Context: an optimization exercise on an open-source flow, tuned for small area. The choices shown serve that exercise and are no tape-out recipe. Only simulation tests tie the RTL to the original design; equivalence was not proved. Power is estimated from default activity; no workload was simulated.

`design/flow/design.v`:
```
module SizedFIFO(CLK, RST_N, D_IN, ENQ, FULL_N, D_OUT, DEQ, EMPTY_N, CLR);
   parameter               p1width = 1;  
   parameter               p2depth = 3;
   parameter               p3cntr_width = 1;  
   parameter               guarded = 1;
   localparam              p2depth2 = p2depth -2 ;
   input                   CLK;
   input                   RST_N;
   input                   CLR;
   input [p1width - 1 : 0] D_IN;
   input                   ENQ;
   input                   DEQ;
   output                  FULL_N;
   output                  EMPTY_N;
   output [p1width - 1 : 0] D_OUT;
   reg                      not_ring_full;
   reg                      ring_empty;
   reg [p3cntr_width-1 : 0] head;
   wire [p3cntr_width-1 : 0] next_head;
   reg [p3cntr_width-1 : 0]  tail;
   wire [p3cntr_width-1 : 0] next_tail;
   reg [p1width - 1 : 0]     arr[0: ((p2depth >= 2) ? (p2depth2) : 0)];
   reg [p1width - 1 : 0]     D_OUT;
   reg                       hasodata;
   wire [p3cntr_width-1:0]   depthLess2 = p2depth2[p3cntr_width-1:0] ;
   wire [p3cntr_width-1 : 0] incr_tail;
   wire [p3cntr_width-1 : 0] incr_head;
   assign                    incr_tail = tail + 1'b1 ;
   assign                    incr_head = head + 1'b1 ;
   assign    next_head = (head == depthLess2 ) ? {p3cntr_width{1'b0}} : incr_head ;
   assign    next_tail = (tail == depthLess2 ) ? {p3cntr_width{1'b0}} : incr_tail ;
   assign    EMPTY_N = hasodata;
   assign    FULL_N  = not_ring_full;
   always @(posedge CLK   )
     begin
        if (!RST_N)
          begin
             head <=  {p3cntr_width {1'b0}} ;
             tail <=  {p3cntr_width {1'b0}} ;
             ring_empty <=  1'b1;
             not_ring_full <=  1'b1;
             hasodata <=  1'b0;
          end  
        else
         begin
            if (!CLR && ENQ && ((DEQ && !ring_empty) || (!DEQ && hasodata && not_ring_full)))
              begin
                 arr[tail] <=  D_IN;
              end
            if (CLR)
              begin
                 head <=  {p3cntr_width {1'b0}} ;
                 tail <=  {p3cntr_width {1'b0}} ;
                 ring_empty <=  1'b1;
                 not_ring_full <=  1'b1;
                 hasodata <=  1'b0;
              end  
            else if (DEQ && ENQ )
              begin
                 if (ring_empty)
                   begin
                      D_OUT <=  D_IN;
                   end
                 else
                   begin
                      tail <=  next_tail;
                      D_OUT <=  arr[head];
                      head <=  next_head;
                   end
              end  
            else if ( DEQ )
              begin
                 if (ring_empty)
                   begin
                      hasodata <=  1'b0;
                   end
                 else
                   begin
                      D_OUT <=  arr[head];
                      head <=  next_head;
                      not_ring_full <=  1'b1;
                      ring_empty <=  next_head == tail ;
                   end
              end  
            else if (ENQ)
              begin
                 if (! hasodata)
                   begin
                      D_OUT <=  D_IN;
                      hasodata <=  1'b1;
                   end
                 else if ( not_ring_full )  
                   begin
                      tail <=  next_tail;
                      ring_empty <=  1'b0;
                      not_ring_full <=  ! (next_tail == head) ;
                   end
              end  
         end  
     end  
endmodule
module XbarArbiter(CLK, RST_N, raises, grant, valid);
    parameter N=4;
    input CLK;
    input RST_N;
    input [N-1:0] raises;
    output reg [N-1:0] grant;
    output reg valid;
    function [1:0] gen_grant_carry;
	input c, r, p;
	begin
	    gen_grant_carry[1] = ~r & (c | p);
	    gen_grant_carry[0] = r & (c | p);
	end
    endfunction
    reg [N-1:0] token;
    reg [N-1:0] granted_A;
    reg [N-1:0] granted_B;
    reg carry;
    reg [1:0] gc;
    integer i;
    always@(*) begin
	valid = 1'b0;
	grant = 0;
	carry = 0;
	granted_A = 0;
	granted_B = 0;
	for(i=0; i < N; i=i+1) begin
	    gc = gen_grant_carry(carry, raises[i], token[i]);
	    granted_A[i] = gc[0];
	    carry = gc[1];
	end
	for(i=0; i < N; i=i+1) begin
	    gc = gen_grant_carry(carry, raises[i], token[i]);
	    granted_B[i] = gc[0];
	    carry = gc[1];
	end
	for(i=0; i < N; i=i+1) begin
	    if(granted_A[i] | granted_B[i]) begin
		grant = 0;
		grant[i] = 1'b1;
		valid = 1'b1;
	    end
	end
    end
    always@(posedge CLK) begin
	if(RST_N) token <= {token[N-2:0], token[N-1]};
	else token <= 1;
    end
endmodule
module Xbar(CLK, RST_N,
	    i_valid,
	    i_prio,
	    i_tail,
	    i_dst,
	    i_vc,
	    i_data, 
	    o_valid,
	    o_prio,
	    o_tail,
	    o_dst,
	    o_vc,
	    o_data, 
 	    i_cred,
	    i_cred_valid,
	    o_cred_en
	    );
    parameter N		    = 8;
    parameter NUM_VCS	    = 2;
    parameter CUT	    = 2;
    parameter DATA	    = 32;
    parameter BUFFER_DEPTH  = 8;
    parameter LOG_N	    = (
	N <= 1 ? 0: 
	N <= 2 ? 1: 
	N <= 4 ? 2: 
	N <= 8 ? 3: 
	N <= 16 ? 4: 
	N <= 32 ? 5: 
	N <= 64 ? 6: 
	N <= 128 ? 7: 
	N <= 256 ? 8 : 
	N <= 512 ? 9 : 
	N <= 1024 ? 10 : 
	N <= 2048 ? 11 : 
	N <= 4096 ? 12 : 
	N <= 8192 ? 13 : 
	N <= 16384 ? 14 : -1);
    parameter VC	    = (
	NUM_VCS <= 1 ? 0: 
	NUM_VCS <= 2 ? 1: 
	NUM_VCS <= 4 ? 2: 
	NUM_VCS <= 8 ? 3: 
	NUM_VCS <= 16 ? 4: 
	NUM_VCS <= 32 ? 5: 
	NUM_VCS <= 64 ? 6: 
	NUM_VCS <= 128 ? 7: 
	NUM_VCS <= 256 ? 8 : 
	NUM_VCS <= 512 ? 9 : 
	NUM_VCS <= 1024 ? 10 : 
	NUM_VCS <= 2048 ? 11 : 
	NUM_VCS <= 4096 ? 12 : 
	NUM_VCS <= 8192 ? 13 : 
	NUM_VCS <= 16384 ? 14 : -1); 
    parameter DST	    = (
	N <= 1 ? 0: 
	N <= 2 ? 1: 
	N <= 4 ? 2: 
	N <= 8 ? 3: 
	N <= 16 ? 4: 
	N <= 32 ? 5: 
	N <= 64 ? 6: 
	N <= 128 ? 7: 
	N <= 256 ? 8 : 
	N <= 512 ? 9 : 
	N <= 1024 ? 10 : 
	N <= 2048 ? 11 : 
	N <= 4096 ? 12 : 
	N <= 8192 ? 13 : 
	N <= 16384 ? 14 : -1);
    parameter FLIT_WIDTH    = 1+1+DST+VC+DATA;
    parameter CRED_WIDTH    = (
	BUFFER_DEPTH <= 1 ? 0: 
	BUFFER_DEPTH <= 2 ? 1: 
	BUFFER_DEPTH <= 4 ? 2: 
	BUFFER_DEPTH <= 8 ? 3: 
	BUFFER_DEPTH <= 16 ? 4: 
	BUFFER_DEPTH <= 32 ? 5: 
	BUFFER_DEPTH <= 64 ? 6: 
	BUFFER_DEPTH <= 128 ? 7: 
	BUFFER_DEPTH <= 256 ? 8 : 
	BUFFER_DEPTH <= 512 ? 9 : 
	BUFFER_DEPTH <= 1024 ? 10 : 
	BUFFER_DEPTH <= 2048 ? 11 : 
	BUFFER_DEPTH <= 4096 ? 12 : 
	BUFFER_DEPTH <= 8192 ? 13 : 
	BUFFER_DEPTH <= 16384 ? 14 : -1) + 1;
    input CLK, RST_N;
    input [N-1:0]              i_valid;
    input [N-1:0]              i_prio; 
    input [N-1:0]              i_tail;
    input [N*DST-1:0]          i_dst; 
    input [N*VC-1:0]           i_vc;
    input [N*DATA-1:0]         i_data;
    wire [VC-1:0]              i_vc_arr [N-1:0];
    wire [N-1:0]               f_prio;
    wire [N-1:0]               f_tail;
    wire [DST-1:0]             f_dst [N-1:0];
    wire [VC-1:0]              f_vc [N-1:0];
    wire [DATA-1:0]            f_data [N-1:0];
    wire [N-1:0]               f_elig;
    wire [DST*N-1:0]	       f_dst_flat;
    wire [VC*N-1:0]            f_vc_flat;
    wire [DATA*N-1:0]          f_data_flat;
    output reg [N-1:0]         o_valid;
    output reg [N-1:0]         o_prio;
    output reg [N-1:0]         o_tail;
    output [N*DST-1:0]         o_dst;
    output [N*VC-1:0]          o_vc;
    output [N*DATA-1:0]        o_data;
    reg [DST-1:0]              o_dst_arr [N-1:0];
    reg [VC-1:0]               o_vc_arr [N-1:0];
    reg [DATA-1:0]             o_data_arr [N-1:0];
    output [N*VC-1:0]          i_cred;  
    output reg [N-1:0]         i_cred_valid;  
    reg [VC-1:0]               i_cred_arr [N-1:0];
    input [N-1:0]              o_cred_en;
    wire [N-1:0]               grants [N-1:0];
    wire [N-1:0]               grant_valids;
    reg [N-1:0]                deq_en;
    reg [CRED_WIDTH-1:0]       creds_left [N-1:0];
    genvar i, o, k;
    integer in,out;
    generate
	for(o=0; o < N; o=o+1) begin: arbiters
	    wire [N-1:0] raises;
	    for(k=0; k < N; k=k+1) begin: raisewires
		assign raises[k] = (f_dst[k] == o) && f_elig[k];
	    end
	    XbarArbiter#(.N(N)) arbiter(.CLK(CLK), 
					.RST_N(RST_N),
					.raises(raises),
					.valid(grant_valids[o]),
					.grant(grants[o]));  
	end
    endgenerate
    always@(posedge CLK) begin
	if(RST_N) begin
	    for(in=0; in < N; in=in+1) begin
		if(i_valid[in])
		    i_cred_arr[in] <= i_vc_arr[in];
	    end
	end
	else begin
	    for(in=0; in < N; in=in+1) begin
		i_cred_arr[in]<='hx;
	    end
	end
    end
    for(i=0; i < N; i=i+1) begin: assign_arr
	assign i_vc_arr[i] = i_vc[(i+1)*VC-1:i*VC];
        assign i_cred[(i+1)*VC-1:i*VC] = i_cred_arr[i];
        assign o_dst[(i+1)*DST-1:i*DST] = o_dst_arr[i];
	assign o_vc[(i+1)*VC-1:i*VC] = o_vc_arr[i];
	assign o_data[(i+1)*DATA-1:i*DATA] = o_data_arr[i]; 
    end
    always@(*) begin
	for(in=0; in < N; in=in+1) begin: deqwires
	    deq_en[in] = 1'b0;
	    i_cred_valid[in] = 1'b0;
	    for(out=0; out < N; out=out+1) begin: outer
		if(grant_valids[out] && (grants[out][in] == 1'b1) && (creds_left[out] != 0)) begin
		    deq_en[in] = 1'b1;
		    i_cred_valid[in] = 1'b1;
		end
	    end
	end
    end
    for(i=0; i < N; i=i+1) begin
	assign f_dst_flat[(i+1)*DST-1:i*DST] = f_dst[i];
	assign f_vc_flat[(i+1)*VC-1:i*VC] = f_vc[i];
	assign f_data_flat[(i+1)*DATA-1:i*DATA] = f_data[i];
    end
    for(i=0; i < N; i=i+1) begin: steerwires
	always@(grant_valids[i] or grants[i] or creds_left[i] or f_prio or f_tail or f_dst_flat or f_vc_flat or f_data_flat) begin
	    o_valid[i] = 1'b0;
	    o_prio[i] = 'hx;
	    o_tail[i] = 'hx;
	    o_dst_arr[i] = 'hx;
	    o_vc_arr[i] = 'hx;
	    o_data_arr[i] = 'hx;
	    for(in=0; in < N; in=in+1) begin: innersteer
		if(grant_valids[i] && (grants[i][in] == 1'b1) && (creds_left[i] != 0)) begin
		    o_valid[i] = 1'b1;
		    o_prio[i] = f_prio[in];
		    o_tail[i] = f_tail[in];
		    o_dst_arr[i]  = f_dst[in];
		    o_vc_arr[i]   = f_vc[in];
		    o_data_arr[i] = f_data[in];
		end
	    end
	end
    end
    for(o=0; o < N; o=o+1) begin: output_credits
	always@(posedge CLK) begin
	    if(RST_N) begin
		if((o_cred_en[o] == 1'b0) && (o_valid[o] == 1'b1))
		    creds_left[o] <= creds_left[o] - 1;
		else if((o_cred_en[o] == 1'b1) && (o_valid[o] == 1'b0))
		    creds_left[o] <= creds_left[o] + 1;
	    end
	    else begin
		creds_left[o] <= BUFFER_DEPTH;
	    end
	end
    end
    generate
	for(i=0; i < N; i=i+1) begin: ififos
	    SizedFIFO#(.p1width(FLIT_WIDTH), .p2depth(BUFFER_DEPTH), .p3cntr_width((
	BUFFER_DEPTH <= 1 ? 0: 
	BUFFER_DEPTH <= 2 ? 1: 
	BUFFER_DEPTH <= 4 ? 2: 
	BUFFER_DEPTH <= 8 ? 3: 
	BUFFER_DEPTH <= 16 ? 4: 
	BUFFER_DEPTH <= 32 ? 5: 
	BUFFER_DEPTH <= 64 ? 6: 
	BUFFER_DEPTH <= 128 ? 7: 
	BUFFER_DEPTH <= 256 ? 8 : 
	BUFFER_DEPTH <= 512 ? 9 : 
	BUFFER_DEPTH <= 1024 ? 10 : 
	BUFFER_DEPTH <= 2048 ? 11 : 
	BUFFER_DEPTH <= 4096 ? 12 : 
	BUFFER_DEPTH <= 8192 ? 13 : 
	BUFFER_DEPTH <= 16384 ? 14 : -1))) inQ
		       (.CLK(CLK), 
			.RST_N(RST_N), 
			.D_IN({i_prio[i], i_tail[i], i_dst[(i+1)*DST-1:i*DST], i_vc[(i+1)*VC-1:i*VC], i_data[(i+1)*DATA-1:i*DATA]}),
			.ENQ(i_valid[i]),
			.D_OUT({f_prio[i], f_tail[i], f_dst[i], f_vc[i], f_data[i]}),
			.DEQ(deq_en[i]),
			.EMPTY_N(f_elig[i]),
			.FULL_N(),  
			.CLR(1'b0)  
		      );
	end
    endgenerate
endmodule
```
`design/flow/run.sh`:
```
#!/bin/bash
# synth_recipe.tcl (not shown) runs the flow's synth.tcl, then flattens the netlist and writes it again
# the make line also repeats each setting of config.mk as NAME=value (left out here)
make -C /OpenROAD-flow-scripts/flow DESIGN_CONFIG=/design/flow/config.mk WORK_HOME=/design/flow/orfs CLKGATE_MAP_FILE= SYNTH_SCRIPT=/design/flow/synth_recipe.tcl finish
```
`design/flow/config.mk`:
```
export PLATFORM = sky130hd
export DESIGN_NAME = Xbar
export DESIGN_NICKNAME = Xbar
export VERILOG_FILES = /design/flow/design.v
export SDC_FILE = /design/flow/constraint.sdc
export NUM_CORES = 4
export LEC_CHECK = 0
export CAP_MARGIN = 20
export CELL_PAD_IN_SITES_DETAIL_PLACEMENT = 1
export CELL_PAD_IN_SITES_GLOBAL_PLACEMENT = 2
export CORE_MARGIN = 2
export CORE_UTILIZATION = 30
export PLACE_DENSITY = 0.45
export SLEW_MARGIN = 20
```
`design/flow/constraint.sdc`:
```
create_clock -name core_clock -period 8.0 [get_ports {CLK}]
set_input_delay 1.6000 -clock core_clock [delete_from_list [all_inputs] [get_ports {CLK}]]
set_output_delay 1.6000 -clock core_clock [all_outputs]
set_load 0.01 [all_outputs]
```
==> flow_summary_export.csv <==
group,metric,value,unit
die,num_rows,235,
hold_path,min_path_type,"reg -> reg",
sta,relSlewSlack,16.83,%
die,io_pins,650,
yosys,syn_inst,9217,
final_layout,fin_area,0.1481,mm^2
critical_path,cp_cell_sequence,"nor4bb_2 -> o21ai_0 -> a221oi_2 -> buf_4 -> o21ai_0 -> or3_2 -> buf_4 -> buf_4 -> mux2i_1 -> a21oi_1 -> mux2i_1 -> o221ai_1 -> buf_4 -> clkdlybuf4s50_1",
clock_tree,clk_pin_slew,0.06,ns
final_layout,seqCellArea,0.07720,mm^2
critical_path,path_max_fanout,29,
clock_tree,htreeDepth,5,
critical_path,crit_slowest_cell,"nor4bb_2",
die,core_area,0.4090,mm^2
route,firstDrtPassIters,12,
pwr,power,38.20,mW
hold_path,hold_start,"arbiters[7].arbiter.token[7]$_SDFF_PN0_",
critical_path,path_delay_family,"buffers and inverters",
pwr,ir_drop,0.0001807,V
critical_path,path_buf_inv,5,
final_layout,fin_nets,10090,
place,dpl-instance-area,0.1376,mm^2
final_layout,area_growth,20.33,%
sta,setup-violations-final,0,
clock_tree,root_buffer,"clkbuf_16",
yosys,synth_edf_count,2440,
die,die_w,644.5,um
yosys,ys_async_sr_fraction,0,%
yosys,synth_seq_cells,2632,
critical_path,r2r_setup_slack,1.18,ns
sta,worstMarginPinSlew,1.239,ns
route,drt-initial-drc-count,8870,
hold_path,min_to,"arbiters[7].arbiter.token[0]$_SDFF_PN1_",
critical_path,crit_top_cell,"buf_4",
final_layout,multi_input_area,0.04277,mm^2
global_routing,grt_pass1_vias,87410,
route,routed_wirelength,587300,um
hold_path,hold_path_depth,1,
die,dieHeight,644.5,um
final_layout,fin_util,36.21,%
route,wl_per_cell,38.01,um
global_routing,grt_use_total,27.55,%
yosys,yosysSeqAreaShare,62.66,%
global_routing,globalRouteOverflowTotal,0,
sta,hold_viol,0,
place,dp_slack,0.4468,ns
sta,hold_ws,0.4455,ns
route,drcViolationCount,0,
sta,fmax,0.1269,GHz
yosys,ys_types,95,
die,start_util,30.09,%
clock_tree,hold_buffers,0,
critical_path,arrival,6.28,ns
final_layout,layout-drive-gt1-share,18.03,%
global_routing,grt_pass1_wl,788100,um
critical_path,critical_path_required,6.40,ns
final_layout,final_cells,15450,
route,antenna_violating_nets_post_route,0,
run,maxCapViolations,0,
yosys,mappedNetlistNets,9574,
critical_path,crit_type,"reg -> out",
global_routing,antenna_found_initial,85,
pwr,p_leak,48.10,nW
place,dp_hpwl,402900,um
route,num_vias,86710,
sta,clock_skew,0.06632,ns
pwr,powerDensity,258.0,mW/mm^2
route,routed_via_density,5.612,
yosys,yosys_warnings,13,
clock_tree,clockBufferDepth,4,
sta,period_minus_slack,7.878,ns
run_status,outcome,"timing/DRC/antenna clean",
die,die-area,0.4154,mm^2
clock_tree,cts_buffers,321,
sta,worst_slack,0.1223,ns
global_routing,grt_max_degree,79,
yosys,syn_area_per_cell,13.35,um^2
place,io_buffers,649,
critical_path,worstReg2RegEnd,"ififos[5].inQ.arr[2][7]$_DFFE_PP_",
sta,fin_crit_sh,98.47,%
yosys,syn_area,0.1231,mm^2
critical_path,reg2reg_depth,13,
place,gp_congestion,0.9321,
critical_path,critPathLaunchType,"register",
critical_path,cpPeakStageDelay,0.82,ns
clock_tree,insertion_delay,0.97,ns
sta,fin_setup_tns,0,ns
sta,maxSlewViolCount,0,
final_layout,nFillCells,42070,
clock_tree,tritoncts,"yes",
clock_tree,clock-sinks,2632,
yosys,synthFlopType,"edfxtp_1",
critical_path,end_kind,"primary output",
critical_path,reg2reg_from,"ififos[4].inQ.D_OUT[34]$_DFFE_PP_",
place,dp_cells,14830,
area by class of cell:
type	instances	area share (%)
diodes	26	0.04394
clock buffers	409	5.768
clock inverters	160	0.9108
inverters	134	0.3430
multi-input cells	5490	28.88
flip-flops and latches	2632	52.13
well taps	5451	4.606
repair buffers	1149	7.316
worst max path at each step:
stage               depth (start not counted)                                 from                                 to
detailed placement                         11    ififos[2].inQ.D_OUT[35]$_DFFE_PP_                    i_cred_valid[2]
CTS                                        10    ififos[4].inQ.D_OUT[34]$_DFFE_PP_                         o_data[29]
global placement                           12  ififos[2].inQ.hasodata$_SDFFE_PN0P_                        o_data[196]
floorplan                                  15    ififos[4].inQ.D_OUT[33]$_DFFE_PP_  ififos[3].inQ.arr[0][0]$_DFFE_PP_
finish                                     14    ififos[1].inQ.D_OUT[34]$_DFFE_PP_                         o_data[92]
global route                               15    ififos[0].inQ.D_OUT[34]$_DFFE_PP_                         o_data[24]
worst reg2reg max path: stages, from the launching register on:
cell	delay, ns
edfxtp_1	0.57
or4b_4	0.67
a21o_1	0.24
a2111o_1	0.45
a311o_1	0.42
a31oi_2	0.42
nor4_4	0.10
buf_4	0.27
or4_1	0.61
nor4b_4	0.64
mux2i_1	0.61
nand3b_1	0.43
nor2_4	0.73
buf_12	0.32
sequential cells by signal, summed over array words and instances (netlist names), named ones only:
signal,flops
ififos.inQ.head,24
i_cred_arr,8
ififos.inQ.not_ring_full,8
ififos.inQ.ring_empty,8
ififos.inQ.tail,24
arbiters.arbiter.token,64
creds_left,32
ififos.inQ.D_OUT,304
ififos.inQ.arr,2128
ififos.inQ.hasodata,8
synth_stat cells (35+ instances only):
cell / instances / area share, %
a22oi_1: 113 / 0.69
o211ai_1: 139 / 0.85
mux2_2: 312 / 2.9
clkbuf_1: 761 / 2.3
a222oi_1: 194 / 1.6
nor2_1: 520 / 1.6
nand2_1: 816 / 2.5
and2_1: 55 / 0.28
nor3_1: 66 / 0.27
inv_1: 132 / 0.40
mux2i_1: 788 / 6.4
o22ai_1: 80 / 0.41
o21ai_0: 749 / 3.0
a211oi_1: 140 / 0.85
nand3_1: 49 / 0.20
a21oi_1: 391 / 1.6
mux4_2: 304 / 5.6
a211o_1: 47 / 0.33
nand2b_1: 40 / 0.20
o31ai_1: 35 / 0.21
o221ai_1: 53 / 0.38
dfxtp_1: 192 / 3.1
buf_1: 140 / 0.43
edfxtp_1: 2440 / 60
a31oi_1: 85 / 0.43
report_power, final:
group | total (mW) | internal, mW | switching [mW]
Clock | 14.1 | 8.05 | 6.04
Sequential | 16.5 | 15.5 | 0.978
Combinational | 7.65 | 2.88 | 4.77
Total | 38.2 | 26.4 | 11.8
kinds of logic after synthesis:
logic type,count (synthesis),share of synthesized area (%)
buffers and inverters,1095,3.454
DFF,2632,62.66
muxes,1404,14.83
AOI/OAI and AO/OA,2207,11.69
xor gates and xnor gates,30,0.2135
adders and majority gates,35,0.4046
and+or+nand+nor,1814,6.752
layout by cell type (no fill, tap or decap), types with 53 or more instances in the layout:
cell type	count
a211oi_1	135
a222oi_1	194
mux2i_1	788
edfxtp_1	2440
a22oi_1	113
inv_1	132
o221ai_1	53
a21oi_1	379
o21ai_0	712
mux4_2	304
mux2_2	312
o211ai_1	139
clkbuf_1	78
buf_4	463
clkbuf_16	328
clkdlybuf4s50_1	635
clkinv_1	62
a31oi_1	78
nand2_1	812
dfxtp_1	165
o22ai_1	79
nor2_1	493
routing by layer:
layer  global-route usage (%)  routed length (um)  up-vias
li1                         -                   -    36880
met3                    4.531               32900      927
met4                    13.26               33650       48
met2                    44.61              272800     3120
met5                        0                 314        -
met1                    35.92              247700    45740
repair_timing:
action                                  in CTS  in global routing
pin swaps                                    5                  3
endpoints found under the setup margin     237                106
hold endpoints to repair                     0                  0
resized for setup                           21                 18
buffers inserted                            28                  1

[what the ideal ports hide]
No port has a modelled driver above. Below, the same layout with a new extraction and two added sets of constraints.
Step 1, drivers: a clkbuf_16 drives CLK and a buf_2 each remaining input, both assumed.
Step 2 adds t to the input delays and takes it off the output delays; t is the mean of the earliest and latest rising clock arrival at the registers after step 1. Input paths then give back, and output paths get back, about the clock's delay inside the block.
Three values: ideal ports, drivers, drivers and shift; two values: the first two.
t, ns: 1.053
slack for setup (ns): 0.122 / 0.008 / 1.061
worst hold slack (ns): 0.445 / 0.445 / 0.445
worst setup path at the end: register to output
worst slew at a driven data input, ns: 0.14
After both steps setup and hold are still met in this run. The setup slack of this run moves by -0.114 ns with the drivers and by +0.939 ns with both steps.
